What follows belongs to an exercise in optimizing a design on an open flow for small area; a production flow would make more cautious choices. Only simulation tests tie the RTL to the original design; equivalence was not proved.

==> job 8801: inputs <==
Design cordic, start of the top module:
module cordic(angle, out1, clk);
  input signed [31:0] angle;
  input clk;
  output [15:0] out1;
  wire [15:0] a_hi = angle[31:16];
  wire [14:0] u_c = (a_hi[15] != a_hi[14]) ? {15{~a_hi[15]}} : {~a_hi[14], a_hi[13:0]};
  wire [15:0] x_1;
  wire signed [16:0] y_2;
  reg [15:0] x_1_t; reg signed [16:0] y_2_t;
  assign x_1 = x_1_t; assign y_2 = y_2_t;
  always @* case (u_c[14:9])
    6'd0: begin x_1_t = 16'd43266; y_2_t = -17'sd33652; end
    6'd1: begin x_1_t = 16'd42234; y_2_t = -17'sd32318; end
    6'd2: begin x_1_t = 16'd41245; y_2_t = -17'sd31012; end
    6'd3: begin x_1_t = 16'd40295; y_2_t = -17'sd29738; end
    6'd4: begin x_1_t = 16'd39382; y_2_t = -17'sd28487; end
    6'd5: begin x_1_t = 16'd38510; y_2_t = -17'sd27271; end
    6'd6: begin x_1_t = 16'd37677; y_2_t = -17'sd26079; end
    6'd7: begin x_1_t = 16'd36879; y_2_t = -17'sd24915; end
    6'd8: begin x_1_t = 16'd36093; y_2_t = -17'sd23733; end
    6'd9: begin x_1_t = 16'd35367; y_2_t = -17'sd22617; end
    6'd10: begin x_1_t = 16'd34678; y_2_t = -17'sd21521; end
    6'd11: begin x_1_t = 16'd34022; y_2_t = -17'sd20449; end
    6'd12: begin x_1_t = 16'd33397; y_2_t = -17'sd19390; end
    6'd13: begin x_1_t = 16'd32807; y_2_t = -17'sd18356; end
    6'd14: begin x_1_t = 16'd32250; y_2_t = -17'sd17338; end
    6'd15: begin x_1_t = 16'd31722; y_2_t = -17'sd16340; end
    6'd16: begin x_1_t = 16'd31086; y_2_t = -17'sd15065; end
    6'd17: begin x_1_t = 16'd30630; y_2_t = -17'sd14101; end
    6'd18: begin x_1_t = 16'd30205; y_2_t = -17'sd13149; end
    6'd19: begin x_1_t = 16'd29807; y_2_t = -17'sd12213; end
  ...
clock: 5.5 ns
lec_check: 0
cap_margin: 0
core_margin: 2
core_utilization: 40
cts_buf_list: sky130_fd_sc_hd__clkbuf_16
cts_cluster_diameter: 100
cts_cluster_size: 30
slew_margin: 0
run.sh (not shown) runs the stock make flow with config.mk's settings and CLKGATE_MAP_FILE= SYNTH_SCRIPT=/design/flow/synth_recipe.tcl, a recipe that flattens the netlist after the stock synthesis.
==> inputs of job 5636, as changes to job 8801 <==
--- a/flow/design.v
+++ b/flow/design.v
@@ -88,14 +88,14 @@
   reg [0:0] sg_r0;
   always @(posedge clk) sg_r0 <= sg_5;
   wire [15:0] xf_7 = {~x_r0[14], x_r0};
   wire [16:0] yf_8 = {~sg_r0, y_r0};
   wire [14:0] x_9;
   wire [15:0] y_10;
-  cordic_addsub_x #(15, 9) a_x_9 (.a(x_r0), .b(y_r0[15:7]), .ext(~sg_r0), .sub(~u_r0[8]), .s(x_9));
-  cordic_addsub_x #(16, 9) a_y_10 (.a(y_r0), .b(xf_7[15:7]), .ext(1'b0), .sub(~u_r0[8]), .s(y_10));
+  cordic_addsub_x #(15, 10, 1) a_x_9 (.a(x_r0), .b(yf_8[16:7]), .sub(~u_r0[8]), .s(x_9));
+  cordic_addsub_x #(16, 9, 0) a_y_10 (.a(y_r0), .b(xf_7[15:7]), .sub(~u_r0[8]), .s(y_10));
   wire [7:0] u_11 = u_r0[7:0];
   reg [7:0] u_r1;
   always @(posedge clk) u_r1 <= u_11;
   reg [14:0] x_r1;
   always @(posedge clk) x_r1 <= x_9;
   reg [15:0] y_r1;
@@ -103,14 +103,14 @@
   reg [0:0] sg_r1;
   always @(posedge clk) sg_r1 <= sg_r0;
   wire [15:0] xf_12 = {~x_r1[14], x_r1};
   wire [16:0] yf_13 = {~sg_r1, y_r1};
   wire [14:0] x_14;
   wire [15:0] y_15;
-  cordic_addsub_x #(15, 8) a_x_14 (.a(x_r1), .b(y_r1[15:8]), .ext(~sg_r1), .sub(~u_r1[7]), .s(x_14));
-  cordic_addsub_x #(16, 8) a_y_15 (.a(y_r1), .b(xf_12[15:8]), .ext(1'b0), .sub(~u_r1[7]), .s(y_15));
+  cordic_addsub_x #(15, 9, 1) a_x_14 (.a(x_r1), .b(yf_13[16:8]), .sub(~u_r1[7]), .s(x_14));
+  cordic_addsub_x #(16, 8, 0) a_y_15 (.a(y_r1), .b(xf_12[15:8]), .sub(~u_r1[7]), .s(y_15));
   wire [6:0] u_16 = u_r1[6:0];
   reg [6:0] u_r2;
   always @(posedge clk) u_r2 <= u_16;
   reg [14:0] x_r2;
   always @(posedge clk) x_r2 <= x_14;
   reg [15:0] y_r2;
@@ -118,25 +118,25 @@
   reg [0:0] sg_r2;
   always @(posedge clk) sg_r2 <= sg_r1;
   wire [15:0] xf_17 = {~x_r2[14], x_r2};
   wire [16:0] yf_18 = {~sg_r2, y_r2};
   wire [14:0] x_19;
   wire [15:0] y_20;
-  cordic_addsub_x #(15, 7) a_x_19 (.a(x_r2), .b(y_r2[15:9]), .ext(~sg_r2), .sub(~u_r2[6]), .s(x_19));
-  cordic_addsub_x #(16, 7) a_y_20 (.a(y_r2), .b(xf_17[15:9]), .ext(1'b0), .sub(~u_r2[6]), .s(y_20));
+  cordic_addsub_x #(15, 8, 1) a_x_19 (.a(x_r2), .b(yf_18[16:9]), .sub(~u_r2[6]), .s(x_19));
+  cordic_addsub_x #(16, 7, 0) a_y_20 (.a(y_r2), .b(xf_17[15:9]), .sub(~u_r2[6]), .s(y_20));
   wire [5:0] u_21 = u_r2[5:0];
   wire [15:0] xf_22 = {~x_19[14], x_19};
   wire [16:0] yf_23 = {~sg_r2, y_20};
   wire [14:0] x_24;
   wire [15:0] y_25;
   wire [14:0] xm_26;
   wire [15:0] ym_27;
   wire [0:0] cx_28;
   wire [0:0] cy_29;
-  cordic_part_x #(15, 6, 0, 1) a_xm_26 (.a(x_19), .b(y_20[15:10]), .ext(~sg_r2), .sub(~u_21[5]), .ci(~u_21[5]), .s(xm_26), .co(cx_28));
-  cordic_part_x #(16, 6, 0, 1) a_ym_27 (.a(y_20), .b(xf_22[15:10]), .ext(1'b0), .sub(~u_21[5]), .ci(~u_21[5]), .s(ym_27), .co(cy_29));
+  cordic_part_x #(15, 7, 1, 0, 1) a_xm_26 (.a(x_19), .b(yf_23[16:10]), .sub(~u_21[5]), .ci(~u_21[5]), .s(xm_26), .co(cx_28));
+  cordic_part_x #(16, 6, 0, 0, 1) a_ym_27 (.a(y_20), .b(xf_22[15:10]), .sub(~u_21[5]), .ci(~u_21[5]), .s(ym_27), .co(cy_29));
   reg [5:0] u_r3;
   always @(posedge clk) u_r3 <= u_21;
   reg [14:0] x_r3;
   always @(posedge clk) x_r3 <= xm_26;
   reg [15:0] y_r3;
   always @(posedge clk) y_r3 <= ym_27;
@@ -145,25 +145,25 @@
   reg [0:0] cx_r3;
   always @(posedge clk) cx_r3 <= cx_28;
   reg [0:0] cy_r3;
   always @(posedge clk) cy_r3 <= cy_29;
   wire [15:0] xf_30 = {~x_r3[14], x_r3};
   wire [16:0] yf_31 = {~sg_r3, y_r3};
-  cordic_part_x #(15, 6, 1, 15) a_x_24 (.a(x_r3), .b(y_r3[15:10]), .ext(~sg_r3), .sub(~u_r3[5]), .ci(cx_r3), .s(x_24), .co());
-  cordic_part_x #(16, 6, 1, 16) a_y_25 (.a(y_r3), .b(xf_30[15:10]), .ext(1'b0), .sub(~u_r3[5]), .ci(cy_r3), .s(y_25), .co());
+  cordic_part_x #(15, 7, 1, 1, 15) a_x_24 (.a(x_r3), .b(yf_31[16:10]), .sub(~u_r3[5]), .ci(cx_r3), .s(x_24), .co());
+  cordic_part_x #(16, 6, 0, 1, 16) a_y_25 (.a(y_r3), .b(xf_30[15:10]), .sub(~u_r3[5]), .ci(cy_r3), .s(y_25), .co());
   wire [4:0] u_32 = u_r3[4:0];
   wire [15:0] xf_33 = {~x_24[14], x_24};
   wire [16:0] yf_34 = {~sg_r3, y_25};
   wire [14:0] x_35;
   wire [15:0] y_36;
   wire [14:0] xm_37;
   wire [15:0] ym_38;
   wire [0:0] cx_39;
   wire [0:0] cy_40;
-  cordic_part_x #(15, 5, 0, 4) a_xm_37 (.a(x_24), .b(y_25[15:11]), .ext(~sg_r3), .sub(~u_32[4]), .ci(~u_32[4]), .s(xm_37), .co(cx_39));
-  cordic_part_x #(16, 5, 0, 4) a_ym_38 (.a(y_25), .b(xf_33[15:11]), .ext(1'b0), .sub(~u_32[4]), .ci(~u_32[4]), .s(ym_38), .co(cy_40));
+  cordic_part_x #(15, 6, 1, 0, 4) a_xm_37 (.a(x_24), .b(yf_34[16:11]), .sub(~u_32[4]), .ci(~u_32[4]), .s(xm_37), .co(cx_39));
+  cordic_part_x #(16, 5, 0, 0, 4) a_ym_38 (.a(y_25), .b(xf_33[15:11]), .sub(~u_32[4]), .ci(~u_32[4]), .s(ym_38), .co(cy_40));
   reg [4:0] u_r4;
   always @(posedge clk) u_r4 <= u_32;
   reg [14:0] x_r4;
   always @(posedge clk) x_r4 <= xm_37;
   reg [15:0] y_r4;
   always @(posedge clk) y_r4 <= ym_38;
@@ -172,25 +172,25 @@
   reg [0:0] cx_r4;
   always @(posedge clk) cx_r4 <= cx_39;
   reg [0:0] cy_r4;
   always @(posedge clk) cy_r4 <= cy_40;
   wire [15:0] xf_41 = {~x_r4[14], x_r4};
   wire [16:0] yf_42 = {~sg_r4, y_r4};
-  cordic_part_x #(15, 5, 4, 15) a_x_35 (.a(x_r4), .b(y_r4[15:11]), .ext(~sg_r4), .sub(~u_r4[4]), .ci(cx_r4), .s(x_35), .co());
-  cordic_part_x #(16, 5, 4, 16) a_y_36 (.a(y_r4), .b(xf_41[15:11]), .ext(1'b0), .sub(~u_r4[4]), .ci(cy_r4), .s(y_36), .co());
+  cordic_part_x #(15, 6, 1, 4, 15) a_x_35 (.a(x_r4), .b(yf_42[16:11]), .sub(~u_r4[4]), .ci(cx_r4), .s(x_35), .co());
+  cordic_part_x #(16, 5, 0, 4, 16) a_y_36 (.a(y_r4), .b(xf_41[15:11]), .sub(~u_r4[4]), .ci(cy_r4), .s(y_36), .co());
   wire [3:0] u_43 = u_r4[3:0];
   wire [15:0] xf_44 = {~x_35[14], x_35};
   wire [16:0] yf_45 = {~sg_r4, y_36};
   wire [14:0] x_46;
   wire [15:0] y_47;
   wire [14:0] xm_48;
   wire [15:0] ym_49;
   wire [0:0] cx_50;
   wire [0:0] cy_51;
-  cordic_part_x #(15, 4, 0, 4) a_xm_48 (.a(x_35), .b(y_36[15:12]), .ext(~sg_r4), .sub(~u_43[3]), .ci(~u_43[3]), .s(xm_48), .co(cx_50));
-  cordic_part_x #(16, 4, 0, 4) a_ym_49 (.a(y_36), .b(xf_44[15:12]), .ext(1'b0), .sub(~u_43[3]), .ci(~u_43[3]), .s(ym_49), .co(cy_51));
+  cordic_part_x #(15, 5, 1, 0, 4) a_xm_48 (.a(x_35), .b(yf_45[16:12]), .sub(~u_43[3]), .ci(~u_43[3]), .s(xm_48), .co(cx_50));
+  cordic_part_x #(16, 4, 0, 0, 4) a_ym_49 (.a(y_36), .b(xf_44[15:12]), .sub(~u_43[3]), .ci(~u_43[3]), .s(ym_49), .co(cy_51));
   reg [3:0] u_r5;
   always @(posedge clk) u_r5 <= u_43;
   reg [14:0] x_r5;
   always @(posedge clk) x_r5 <= xm_48;
   reg [15:0] y_r5;
   always @(posedge clk) y_r5 <= ym_49;
@@ -199,21 +199,21 @@
   reg [0:0] cx_r5;
   always @(posedge clk) cx_r5 <= cx_50;
   reg [0:0] cy_r5;
   always @(posedge clk) cy_r5 <= cy_51;
   wire [15:0] xf_52 = {~x_r5[14], x_r5};
   wire [16:0] yf_53 = {~sg_r5, y_r5};
-  cordic_part_x #(15, 4, 4, 15) a_x_46 (.a(x_r5), .b(y_r5[15:12]), .ext(~sg_r5), .sub(~u_r5[3]), .ci(cx_r5), .s(x_46), .co());
-  cordic_part_x #(16, 4, 4, 16) a_y_47 (.a(y_r5), .b(xf_52[15:12]), .ext(1'b0), .sub(~u_r5[3]), .ci(cy_r5), .s(y_47), .co());
+  cordic_part_x #(15, 5, 1, 4, 15) a_x_46 (.a(x_r5), .b(yf_53[16:12]), .sub(~u_r5[3]), .ci(cx_r5), .s(x_46), .co());
+  cordic_part_x #(16, 4, 0, 4, 16) a_y_47 (.a(y_r5), .b(xf_52[15:12]), .sub(~u_r5[3]), .ci(cy_r5), .s(y_47), .co());
   wire [2:0] u_54 = u_r5[2:0];
   wire [15:0] xf_55 = {~x_46[14], x_46};
   wire [16:0] yf_56 = {~sg_r5, y_47};
   wire [14:0] x_57;
   wire [15:0] y_58;
-  cordic_addsub_x #(15, 3) a_x_57 (.a(x_46), .b(y_47[15:13]), .ext(~sg_r5), .sub(~u_54[2]), .s(x_57));
-  cordic_addsub_x #(16, 3) a_y_58 (.a(y_47), .b(xf_55[15:13]), .ext(1'b0), .sub(~u_54[2]), .s(y_58));
+  cordic_addsub_x #(15, 4, 1) a_x_57 (.a(x_46), .b(yf_56[16:13]), .sub(~u_54[2]), .s(x_57));
+  cordic_addsub_x #(16, 3, 0) a_y_58 (.a(y_47), .b(xf_55[15:13]), .sub(~u_54[2]), .s(y_58));
   wire [1:0] u_59 = u_54[1:0];
   reg [1:0] u_r6;
   always @(posedge clk) u_r6 <= u_59;
   reg [14:0] x_r6;
   always @(posedge clk) x_r6 <= x_57;
   reg [15:0] y_r6;
@@ -536,16 +536,15 @@
       assign s[i] = a[i] ^ b[i] ^ c[i];
       assign c[i+1] = (a[i] & b[i]) | (c[i] & (a[i] ^ b[i]));
     end
   endgenerate
   assign co = c[W];
 endmodule
-module cordic_addsub_x #(parameter W = 16, parameter N = 8) (a, b, ext, sub, s);
+module cordic_addsub_x #(parameter W = 16, parameter N = 8, parameter SX = 1) (a, b, sub, s);
   input [W-1:0] a;
   input [N-1:0] b;
-  input ext;
   input sub;
   output [W-1:0] s;
   wire [N:0] c;
   wire [N-1:0] bx = b ^ {N{sub}};
   assign c[0] = sub;
   genvar i;
@@ -553,13 +552,13 @@
     for (i = 0; i < N; i = i + 1) begin : lo_
       wire [N-1:0] b = bx;
       assign s[i] = a[i] ^ b[i] ^ c[i];
       assign c[i+1] = (a[i] & b[i]) | (c[i] & (a[i] ^ b[i]));
     end
     if (W > N) begin : hi_
-      wire e = ext ^ sub;
+      wire e = (SX ? b[N-1] : 1'b0) ^ sub;
       wire inc = ~e & c[N];
       wire dec = e & ~c[N];
       wire [W:N] p1;
       wire [W:N] p0;
       assign p1[N] = 1'b1;
       assign p0[N] = 1'b1;
@@ -568,17 +567,16 @@
         assign p0[i+1] = p0[i] & ~a[i];
         assign s[i] = a[i] ^ ((inc & p1[i]) | (dec & p0[i]));
       end
     end
   endgenerate
 endmodule
-module cordic_part_x #(parameter W = 16, parameter N = 8,
-                       parameter LO = 0, parameter HI = 16) (a, b, ext, sub, ci, s, co);
+module cordic_part_x #(parameter W = 16, parameter N = 8, parameter SX = 1,
+                       parameter LO = 0, parameter HI = 16) (a, b, sub, ci, s, co);
   input [W-1:0] a;
   input [N-1:0] b;
-  input ext;
   input sub;
   input ci;
   output [W-1:0] s;
   output co;
   localparam M = (HI < N) ? HI : N;
   wire [N:0] c;
@@ -593,13 +591,13 @@
     end
     for (i = LO; i < M; i = i + 1) begin : lo_
       assign s[i] = a[i] ^ bx[i] ^ c[i];
       assign c[i+1] = (a[i] & bx[i]) | (c[i] & (a[i] ^ bx[i]));
     end
     if (HI >= W && W > N) begin : hi_
-      wire e = ext ^ sub;
+      wire e = (SX ? b[N-1] : 1'b0) ^ sub;
       wire inc = ~e & c[N];
       wire dec = e & ~c[N];
       wire [W:N] p1;
       wire [W:N] p0;
       assign p1[N] = 1'b1;
       assign p0[N] = 1'b1;
==> flow/config.mk (replaced) <==
export PLATFORM = sky130hd
export DESIGN_NAME = cordic
export DESIGN_NICKNAME = cordic
export VERILOG_FILES = /design/flow/design.v
export SDC_FILE = /design/flow/constraint.sdc
export NUM_CORES = 4
export LEC_CHECK = 0
export CAP_MARGIN = 20
export CORE_MARGIN = 2
export CORE_UTILIZATION = 40
export CTS_BUF_LIST = sky130_fd_sc_hd__clkbuf_16
export CTS_CLUSTER_DIAMETER = 100
export CTS_CLUSTER_SIZE = 30
export SLEW_MARGIN = 20
==> inputs of job 4255, as changes to job 8801 <==
==> flow/config.mk (replaced) <==
export PLATFORM = sky130hd
export DESIGN_NAME = cordic
export DESIGN_NICKNAME = cordic
export VERILOG_FILES = /design/flow/design.v
export SDC_FILE = /design/flow/constraint.sdc
export NUM_CORES = 4
export LEC_CHECK = 0
export CAP_MARGIN = 20
export CORE_MARGIN = 2
export CORE_UTILIZATION = 40
export CTS_BUF_LIST = sky130_fd_sc_hd__clkbuf_16
export CTS_CLUSTER_DIAMETER = 100
export CTS_CLUSTER_SIZE = 30
export SLEW_MARGIN = 20
==> summary.md <==
| Metric | Value |
|---|---|
| Status | timing/DRC/antenna clean |
| Core area | roughly 73000 um2 |
| Multi-input gate share of total cell area | 0.414 |
| Final core utilization | 0.444 |
| Iter 0 DRT Violations | roughly 1100 |
| Final Critical Period | between 5 and 6 ns |
| Hold Path End | u_r5[2]$_DFF_P_ |
| Vias | 17600 |
the above is filed under job 8801

==> summary.md <==
| Metric | Value |
|---|---|
| Final core utilization | 0.444 |
| Final Critical Period | 5.30 ns |
| Area delta synth->final | 9.83% |
| Hold Path End | u_r5[2]$_DFF_P_ |
| Invs w/o clock | about 400 |
| Final net count | 3042 |
| Vias | 17600 |
| WL per Instance | approximately 16 um |
| Multi-input gate share of total cell area | 0.414 |
| Core area | 73000 um2 |
| Status | timing/DRC/antenna clean |
| First-pass GRT wire length | 95.6 mm |
the above is filed under job 4255

==> summary.md <==
| Metric | Value |
|---|---|
| Placed instance area | around 31000 um2 |
| Multi-input gate share of total cell area | 0.407 |
| Status | timing/DRC/antenna clean |
| Vias | roughly 17000 |
| Antenna viol nets, final | 0 |
| Number of synthesized register bits | between 700 and 800 |
| Final core utilization | 0.448 |
| Iter 0 DRT Violations | ~830 |
| Core area | 72600 um2 |
| Hold Path End | qh_r9[1]$_DFF_P_ |
the above is filed under job 5636

static timing again, ports no longer ideal:
The results above use ideal ports. As a check the final layouts listed here were re-extracted and re-timed, cells and wires unchanged.
Step 1 (the two cells are an assumption about what drives the block):
set clk [get_ports {clk}]
set_driving_cell -lib_cell sky130_fd_sc_hd__clkbuf_16 $clk
set_driving_cell -lib_cell sky130_fd_sc_hd__buf_2 [delete_from_list [all_inputs] $clk]
Step 2 adds t to the input delays and takes it off the output delays; t is the mean of the earliest and latest rising clock arrival at the registers after step 1. Input paths then give back, and output paths get back, about the clock's delay inside the block.
a / b / c = ideal / step 1 / step 2; a / b = the first two.
| run | shift t [ns] | setup slack, ns | pins driven straight from the clock port |
|---|---|---|---|
| job 8801 | 0.698 | 0.200 / 0.200 / 0.200 | 1 |
| job 5636 | 0.677 | 0.209 / 0.209 / 0.209 | 1 |
| job 4255 | 0.698 | 0.200 / 0.200 / 0.200 | 1 |
After both steps setup and hold are still met in every run listed.
